From an optimization exercise on the open Yosys and OpenROAD flow, aimed at a short achievable clock period and few clock cycles; shortcuts taken in it are not production practice. The RTL was checked by simulation tests, not by an equivalence proof against the original design. Power and IR drop assume default switching activity.

===== flow/design.v =====
`timescale 1ns / 1ps
module decode(
    input  [31:0] inst,
    output        uses_rs,
    output        uses_rt,
    output        alusrc,       
    output        is_load,
    output        is_store,
    output        is_branch,
    output        wr,           
    output [4:0]  dest,
    output [4:0]  fn            
    ,output       sub           
    );
    wire [5:0] op = inst[31:26];
    wire [3:0] f  = inst[3:0];
    wire is_r    = (op == 6'b100000) | (op == 6'b100010) | (op == 6'b100100) |
                   (op == 6'b100101) | (op == 6'b101010);
    wire is_lw   = (op == 6'b100011);
    wire is_sw   = (op == 6'b101011);
    wire is_beq  = (op == 6'b000100);
    wire is_j    = (op == 6'b000010);
    wire is_addi = (op == 6'b001000);
    wire is_andi = (op == 6'b001100);
    wire is_sll  = (op == 6'b000000);
    wire is_ori  = ~(is_r | is_lw | is_sw | is_beq | is_j | is_addi | is_andi | is_sll);
    wire r_add = is_r & (f == 4'b0000);
    wire r_sub = is_r & (f == 4'b0010);
    wire r_and = is_r & (f == 4'b0100);
    wire r_or  = is_r & (f == 4'b0101);
    wire r_slt = is_r & ~(f == 4'b0000) & ~(f == 4'b0010) & ~(f == 4'b0100) & ~(f == 4'b0101);
    assign uses_rs   = ~is_j;
    assign uses_rt   = is_r | is_sw | is_beq | is_sll;
    assign alusrc    = is_lw | is_sw | is_addi | is_andi | is_ori;
    assign is_load   = is_lw;
    assign is_store  = is_sw;
    assign is_branch = is_beq;
    assign dest      = is_r ? inst[15:11] : inst[20:16];
    assign wr        = (is_r | is_lw | is_addi | is_andi | is_ori | is_sll) & (dest != 5'd0);
    assign sub       = r_sub | r_slt;
    assign fn        = {is_sll, r_slt, r_or | is_ori, r_and | is_andi,
                        r_add | r_sub | is_lw | is_sw | is_addi};
endmodule
`timescale 1ns / 1ps
module alu(
    input  [31:0] a,
    input  [31:0] b,
    input  [4:0]  fn,
    input         sub,
    output [31:0] o
    );
    wire [31:0] bx  = sub ? ~b : b;
    wire [31:0] sum = a + bx + {31'd0, sub};
    wire        lt  = (a[31] != b[31]) ? a[31] : sum[31];
    wire [31:0] sh  = (b[31:5] != 27'd0) ? 32'd0 : (a << b[4:0]);
    assign o = ({32{fn[0]}} & sum) |
               ({32{fn[1]}} & (a & b)) |
               ({32{fn[2]}} & (a | b)) |
               ({32{fn[3]}} & {31'd0, lt}) |
               ({32{fn[4]}} & sh);
endmodule
`timescale 1ns / 1ps
module reg_mem(
    input         clk,
    input         we,
    input  [4:0]  wa,
    input  [31:0] wd,
    input  [4:0]  ra1,
    input  [4:0]  ra2,
    output [31:0] rd1,
    output [31:0] rd2
    );
    reg [31:0] mem [31:1];
    always @(posedge clk) begin
        if (we & (wa != 5'd0)) mem[wa] <= wd;
    end
    assign rd1 = (ra1 == 5'd0) ? 32'd0 : (we & (wa == ra1)) ? wd : mem[ra1];
    assign rd2 = (ra2 == 5'd0) ? 32'd0 : (we & (wa == ra2)) ? wd : mem[ra2];
endmodule
module btb(
    input         clk,
    input         rst,
    input  [31:0] pc,
    output        pred_taken,
    output [31:0] pred_target,
    input         upd,          
    input  [31:0] upd_pc,
    input         upd_taken,
    input  [31:0] upd_target
    );
    reg        valid [0:15];
    reg [1:0]  ctr   [0:15];
    reg [7:0]  tag   [0:15];
    reg [29:0] tgt   [0:15];
    wire [3:0] ri = pc[5:2];
    wire [3:0] wi = upd_pc[5:2];
    assign pred_taken  = valid[ri] & ctr[ri][1] & (tag[ri] == pc[13:6]);
    assign pred_target = {tgt[ri], 2'b00};
    wire       hit = valid[wi] & (tag[wi] == upd_pc[13:6]);
    wire [1:0] c   = ctr[wi];
    integer k;
    always @(posedge clk) begin
        if (rst) begin
            for (k = 0; k < 16; k = k + 1) valid[k] <= 1'b0;
        end
        else if (upd) begin
            if (hit) begin
                if (upd_taken) ctr[wi] <= (c == 2'b11) ? 2'b11 : c + 2'b01;
                else           ctr[wi] <= (c == 2'b00) ? 2'b00 : c - 2'b01;
            end
            else if (upd_taken) begin
                valid[wi] <= 1'b1;
                ctr[wi]   <= 2'b10;
                tag[wi]   <= upd_pc[13:6];
            end
            if (upd_taken) tgt[wi] <= upd_target[31:2];
        end
    end
endmodule
`timescale 1ns / 1ps
module pipelined_cpu(
    input clk,
    input rst,
    output [31:0] imem_addr,
    input [31:0] imem_rdata,
    output [31:0] dmem_addr,
    output [31:0] dmem_wdata,
    output dmem_we,
    input [31:0] dmem_rdata
    );
    reg [31:0] pc;
    reg        d_valid;
    reg [31:0] d_inst;
    reg [31:0] d_pc;
    reg        d_pred;
    reg [31:0] d_ptgt;
    reg        e_valid;
    reg        e_load, e_store, e_branch, e_wr, e_sub;
    reg [4:0]  e_fn;
    reg [4:0]  e_dest;
    reg [31:0] e_a, e_b, e_sd;
    reg        e_fa, e_fb, e_fs;
    reg        e_pred, e_tgt_ok;
    reg [31:0] e_pc, e_pc4, e_target;
    reg        m_wr, m_load, m_store;
    reg [4:0]  m_dest;
    reg [31:0] m_res, m_sd;
    reg        m_branch, m_taken;
    reg [31:0] m_pc, m_target;
    wire [31:0] m_wd = m_load ? dmem_rdata : m_res;
    assign dmem_addr  = m_res;
    assign dmem_wdata = m_sd;
    assign dmem_we    = m_store;
    wire [31:0] a  = e_fa ? m_res : e_a;
    wire [31:0] b  = e_fb ? m_res : e_b;
    wire [31:0] sd = e_fs ? m_res : e_sd;
    wire [31:0] res;
    alu alu_1(a, b, e_fn, e_sub, res);
    wire eq       = (a == b);
    wire taken    = e_branch & eq;
    wire mispred  = e_valid & (e_pred ? ~(taken & e_tgt_ok) : taken);
    wire [31:0] redirect = taken ? e_target : e_pc4;
    wire d_uses_rs, d_uses_rt, d_alusrc, d_load, d_store, d_branch, d_wr, d_sub;
    wire [4:0] d_dest, d_fn;
    decode dec(d_inst, d_uses_rs, d_uses_rt, d_alusrc, d_load, d_store, d_branch, d_wr,
               d_dest, d_fn, d_sub);
    wire [4:0] rs = d_inst[25:21];
    wire [4:0] rt = d_inst[20:16];
    wire [31:0] rd1, rd2;
    reg_mem rf(clk, m_wr, m_dest, m_wd, rs, rt, rd1, rd2);
    wire [31:0] imm    = {{16{d_inst[15]}}, d_inst[15:0]};
    wire [31:0] d_pc4  = d_pc + 32'd4;
    wire [31:0] d_tgt  = d_pc4 + {imm[29:0], 2'b00};
    wire e_fwd_ok = e_valid & e_wr & ~e_load;
    wire hit_rs   = e_fwd_ok & (e_dest == rs);
    wire hit_rt   = e_fwd_ok & (e_dest == rt);
    wire stall = e_valid & e_load & e_wr &
                 ((d_uses_rs & (e_dest == rs)) | (d_uses_rt & (e_dest == rt)));
    wire        f_pred;
    wire [31:0] f_ptgt;
    btb bp(clk, rst, pc, f_pred, f_ptgt, m_branch, m_pc, m_taken, m_target);
    assign imem_addr = pc;
    wire [31:0] pc4 = pc + 32'd4;
    always @(posedge clk) begin
        if (rst)          pc <= 32'd0;
        else if (mispred) pc <= redirect;
        else if (stall)   pc <= pc;
        else if (f_pred)  pc <= f_ptgt;
        else              pc <= pc4;
        if (rst | mispred) d_valid <= 1'b0;
        else if (~stall)   d_valid <= 1'b1;
        if (~stall) begin
            d_inst <= imem_rdata;
            d_pc   <= pc;
            d_pred <= f_pred;
            d_ptgt <= f_ptgt;
        end
        e_valid  <= ~rst & ~mispred & ~stall & d_valid;
        e_load   <= d_load;
        e_store  <= d_store;
        e_branch <= d_branch;
        e_wr     <= d_wr;
        e_sub    <= d_sub;
        e_fn     <= d_fn;
        e_dest   <= d_dest;
        e_a      <= rd1;
        e_b      <= d_alusrc ? imm : rd2;
        e_sd     <= rd2;
        e_fa     <= hit_rs;
        e_fb     <= hit_rt & ~d_alusrc;
        e_fs     <= hit_rt;
        e_pred   <= d_pred;
        e_tgt_ok <= (d_ptgt == d_tgt);
        e_pc     <= d_pc;
        e_pc4    <= d_pc4;
        e_target <= d_tgt;
        m_wr     <= ~rst & e_valid & e_wr;
        m_load   <= e_load;
        m_store  <= ~rst & e_valid & e_store;
        m_branch <= ~rst & e_valid & e_branch;
        m_taken  <= taken;
        m_dest   <= e_dest;
        m_res    <= res;
        m_sd     <= sd;
        m_pc     <= e_pc;
        m_target <= e_target;
    end
endmodule

===== flow/config.mk =====
export PLATFORM = sky130hd
export DESIGN_NAME = pipelined_cpu
export DESIGN_NICKNAME = pipelined_cpu
export VERILOG_FILES = /design/flow/design.v
export SDC_FILE = /design/flow/constraint.sdc
export NUM_CORES = 4
export LEC_CHECK = 0
export ABC_CLOCK_PERIOD_IN_PS = 2500
export CAP_MARGIN = 20
export CORE_MARGIN = 2
export CORE_UTILIZATION = 40
export SETUP_SLACK_MARGIN = 5
export SLEW_MARGIN = 20

===== flow/run.sh =====
#!/bin/bash
# synth_recipe.tcl (not shown) runs the flow's synth.tcl, then flattens the netlist and writes it again
# the make line also repeats each setting of config.mk as NAME=value (left out here)
make -C /OpenROAD-flow-scripts/flow DESIGN_CONFIG=/design/flow/config.mk WORK_HOME=/design/flow/orfs CLKGATE_MAP_FILE= SYNTH_SCRIPT=/design/flow/synth_recipe.tcl finish

===== flow/constraint.sdc =====
create_clock -name core_clock -period 8.0 [get_ports {clk}]
set_input_delay 1.6000 -clock core_clock [delete_from_list [all_inputs] [get_ports {clk}]]
set_output_delay 1.6000 -clock core_clock [all_outputs]
set_load 0.01 [all_outputs]

==> notes.md <==
==> worst paths after layout <==
| check | from | to | slack (ns) |
|---|---|---|---|
| hold reg to reg | e_pc[11] | m_pc[11] | 0.33 |
| setup / recovery | d_pc[2] | e_tgt_ok | 3.96 |
| setup reg to reg | d_pc[2] | e_tgt_ok | 3.96 |
| hold / removal | e_pc[11] | m_pc[11] | 0.33 |
==> through the flow <==
stage	power [mW]	setup slack, ns	utilization	area, µm²
finish	26.9	3.96	0.504	118000
global route	27.6	3.75	0.504	118000
CTS	26.6	4.11	0.489	115000
detailed placement	15.6	2.67	0.429	101000
global placement	15.6	2.81	0.429	101000
floorplan	14.4	4.45	-	95800
==> cell usage after synthesis, drive strengths merged, types with 7 or more instances <==
cell type | n | area, µm²
a211oi | 119 | 893
a21o | 25 | 188
a21oi | 219 | 1110
a221o | 8 | 80.1
a22o | 11 | 96.3
a2bb2oi | 19 | 166
a31oi | 7 | 43.8
a32o | 12 | 120
and2 | 12 | 75.1
and3 | 13 | 81.3
buf | 122 | 539
clkbuf | 250 | 938
dfxtp | 365 | 7310
edfxtp | 1727 | 51900
ha | 130 | 1630
inv | 128 | 480
mux2 | 105 | 1180
mux2i | 238 | 2390
mux4 | 798 | 18000
nand2 | 240 | 901
nand2b | 16 | 100
nand3 | 58 | 295
nand3b | 11 | 82.6
nand4 | 31 | 194
nor2 | 359 | 1350
nor2b | 15 | 93.8
nor3 | 30 | 150
nor4 | 30 | 188
o211ai | 29 | 218
o21a | 11 | 82.6
o21ai | 139 | 696
o21bai | 9 | 67.6
o221ai | 11 | 96.3
o22ai | 29 | 181
o31ai | 13 | 97.6
or3 | 9 | 56.3
xnor2 | 135 | 1180
xor2 | 64 | 561
==> timing repair <==
item / CTS / global route
buffers inserted: 294 / 144
endpoints found under the setup margin: 1375 / 821
pin swaps: 125 / 131
cloned: 39 / 19
gates resized for setup: 1169 / 372
==> layer usage <==
metal  track usage  vias to the layer above  part of all wire
met3        0.0442                      590             0.096
met4         0.104                        0             0.047
li1              -                    24055                 -
met2         0.397                     3352              0.46
met5             0                        -                 0
met1         0.368                    31745              0.40
==> layout make-up <==
cell class / count / area share
Timing Repair Buffer: 757 / 0.0733
Timing Repair inverter: 3 / 0.000169
Clock buffer: 287 / 0.0500
Tap cell: 3150 / 0.0333
Inverter: 129 / 0.00425
Antenna cell: 5 / 0.000106
Multi-Input combinational cell: 3056 / 0.322
Clock inverter: 122 / 0.0143
Sequential cell: 2092 / 0.502
==> cell families after synthesis <==
group / Yosys count / share of synthesized area
flip-flops: 2092 / 0.625
multiplexers: 1141 / 0.228
AND/OR/NAND/NOR: 856 / 0.0404
buffers and inverters: 501 / 0.0207
XOR/XNOR: 205 / 0.0199
AO/OA/AOI/OAI: 714 / 0.0486
adder cells (fa/ha/maj): 132 / 0.0176
==> worst max-delay path: stages, from the launching register on <==
cell      delay (ns)
edfxtp_1        0.47
nand3_4         0.13
nor3_4          0.26
and2_4          0.24
nand4_1         0.15
xnor2_2         0.21
ha_4            0.34
nand2_1         0.10
o211ai_1        0.39
inv_1           0.11
and3_1          0.18
or4_1           0.56
a311oi_2        0.27
nand4_1         0.18
nor4_2          0.16
and4b_1         0.21
==> power groups by stage <==
stage	clock network, mW	logic [mW]	registers [mW]
floorplan	0	1.83	12.6
global placement	0	2.79	12.8
detailed placement	0	2.80	12.8
CTS	10.8	3.31	12.5
global route	11.2	3.82	12.5
finish	10.7	3.67	12.5
==> results by group <==
Final layout
  • Multi-input logic area: 38,200 µm²
  • Fillers: between 15,000 and 20,000
  • Layout cell share with drive strength beyond 1: 0.410
  • Max reg flops: around 1,000
  • Most frequent cells in the layout: 1,727 x edfxtp_1, 798 x mux4_2, 356 x buf_4, 267 x dfxtp_1, 259 x nor2_1
  • Commonest non-fill, non-tap cell in the layout: edfxtp_1
  • Layout Area Growth over Synthesis: 25.1%
  • Non-filler instance count after layout: 9,601
  • Top Registers: rf.mem (992), bp.tgt (480), bp.tag (128)
  • Nets: roughly 6,500
  • Biggest register: rf.mem
  • Area occupied by registers: 59,500 µm²

GRT
  • Initial antenna violation count: 6
  • Vias in the first global route: between 50,000 and 60,000
  • Largest net degree at the start of global routing: 93
  • Remaining Overflow, GRT: 0
  • First-pass GRT wire length: roughly 440,000 µm
  • Gr usage total: 0.259

Setup path
  • CP Data Required Time: roughly 8.8 ns
  • CP Max Fanout: 6
  • Worst r2r path cells: 15
  • Worst setup SP type: register
  • Worst path arrival time: between 4 and 5 ns
  • Crit path kind: reg2reg
  • Crit end category: register

Place
  • HPWL after DPL: around 190,000 µm
  • GP Congestion: 0.924
  • Dpl cells: roughly 8,700
  • IO buf count: between 150 and 200

Clock network
  • Clock latency (worst-skew pair): roughly 0.91 ns
  • Worst-path clk slew: 0.07 ns
  • H-tree Lvls: 4
  • TritonCTS Buffers: ~220
  • Hold_buf cts: 0
  • Clock Path Buffers: 3
  • Root Buffer: clkbuf_16
  • TritonCTS clock tree: done
  • Clk sinks: ~2,100

Power
  • Sw frac: 0.257
  • Clock power share: 0.398
  • Leak: between 30 and 40 nW
  • Sequential power share: 0.466
  • Switch Pwr: approximately 6.9 mW
  • Max rail drop VDD: about 0.21 mV
  • Internal power: about 20 mW
  • Combinational power share: 0.137
  • P per Cell Area: approximately 230 nW/µm²

Yosys
  • Yosys warning count: 3
  • Syn nets: around 5,800
  • Ys async rst share: 0
  • Synth unique cells: 83
  • Post-synthesis cell count: 5,641
  • Synth Register Bits: between 2,000 and 2,500
  • Syn Std Cell Area: approximately 95,000 µm²
  • Synth Area per Inst: around 17 µm²
  • Most used DFF post-synth: edfxtp_1
  • EDFF count, synth: 1,727
  • Seq/Total Area, Yosys: 0.625

Min path
  • Hold Path Stages: 0
  • Worst Hold Class: reg2reg

STA
  • Worst-margin pin slew: approximately 1.2 ns
  • Fmax: around 250 MHz
  • Post-layout min period: 4.04 ns
  • Final hold viol count: 0
  • Final setup viols: 0
  • Unrepaired setup endpoints after global routing: true
  • Final Skew: 0.0746 ns
  • Fin crit share: 0.506
  • Min Hold Slack: 0.326 ns
  • Setup_tns: 0 ns
  • Final slew viol count: 0
  • Slew headroom: 0.197

Drt
  • Vias post-DR: ~60,000
  • Vias per inst: approximately 6.2
  • Routed WL: approximately 320,000 µm
  • DR WL/cell: 33.7 µm
  • Initial drt markers: roughly 7,700
  • 1st-pass router iterations: 7
  • DRC violations left: 0
  • Post-route ant nets: 0

Status
  • Status: complete, no violations

Floorplanning
  • Die Span X: roughly 490 µm
  • Die Area: approximately 240,000 µm²
  • Die height: 490 µm
  • Rows: ~180
  • Core area: around 240,000 µm²
  • # IOs: roughly 160
  • Initial Util: 0.402

Flow run
  • # Max-Cap Violations: 0
Testbench counts, summed over its fixed seeds: cycles 37,505.

[separate check: timing with driven ports]
Ports are ideal in the flow. The routed layout listed here was re-timed in OpenROAD.
Step 1, drivers: a clkbuf_16 drives clk and a buf_2 each remaining input, both assumed.
Step 2 also shifts input and output timing later by t, the mid clock arrival at the registers, as if the neighbouring blocks saw the same clock.
Slacks: ideal ports / drivers / drivers and shift; pairs: ideal ports / drivers.
t, ns: 0.964
slack for setup (ns): 3.955 / 3.955 / 3.955
worst hold slack (ns): 0.326 / 0.326 / 0.326
latest minus earliest clock arrival (ns): 0.076 / 0.076
After both steps setup and hold are still met in this run. The setup slack of this run moves by 0.000 ns with the drivers and by 0.000 ns with both steps.
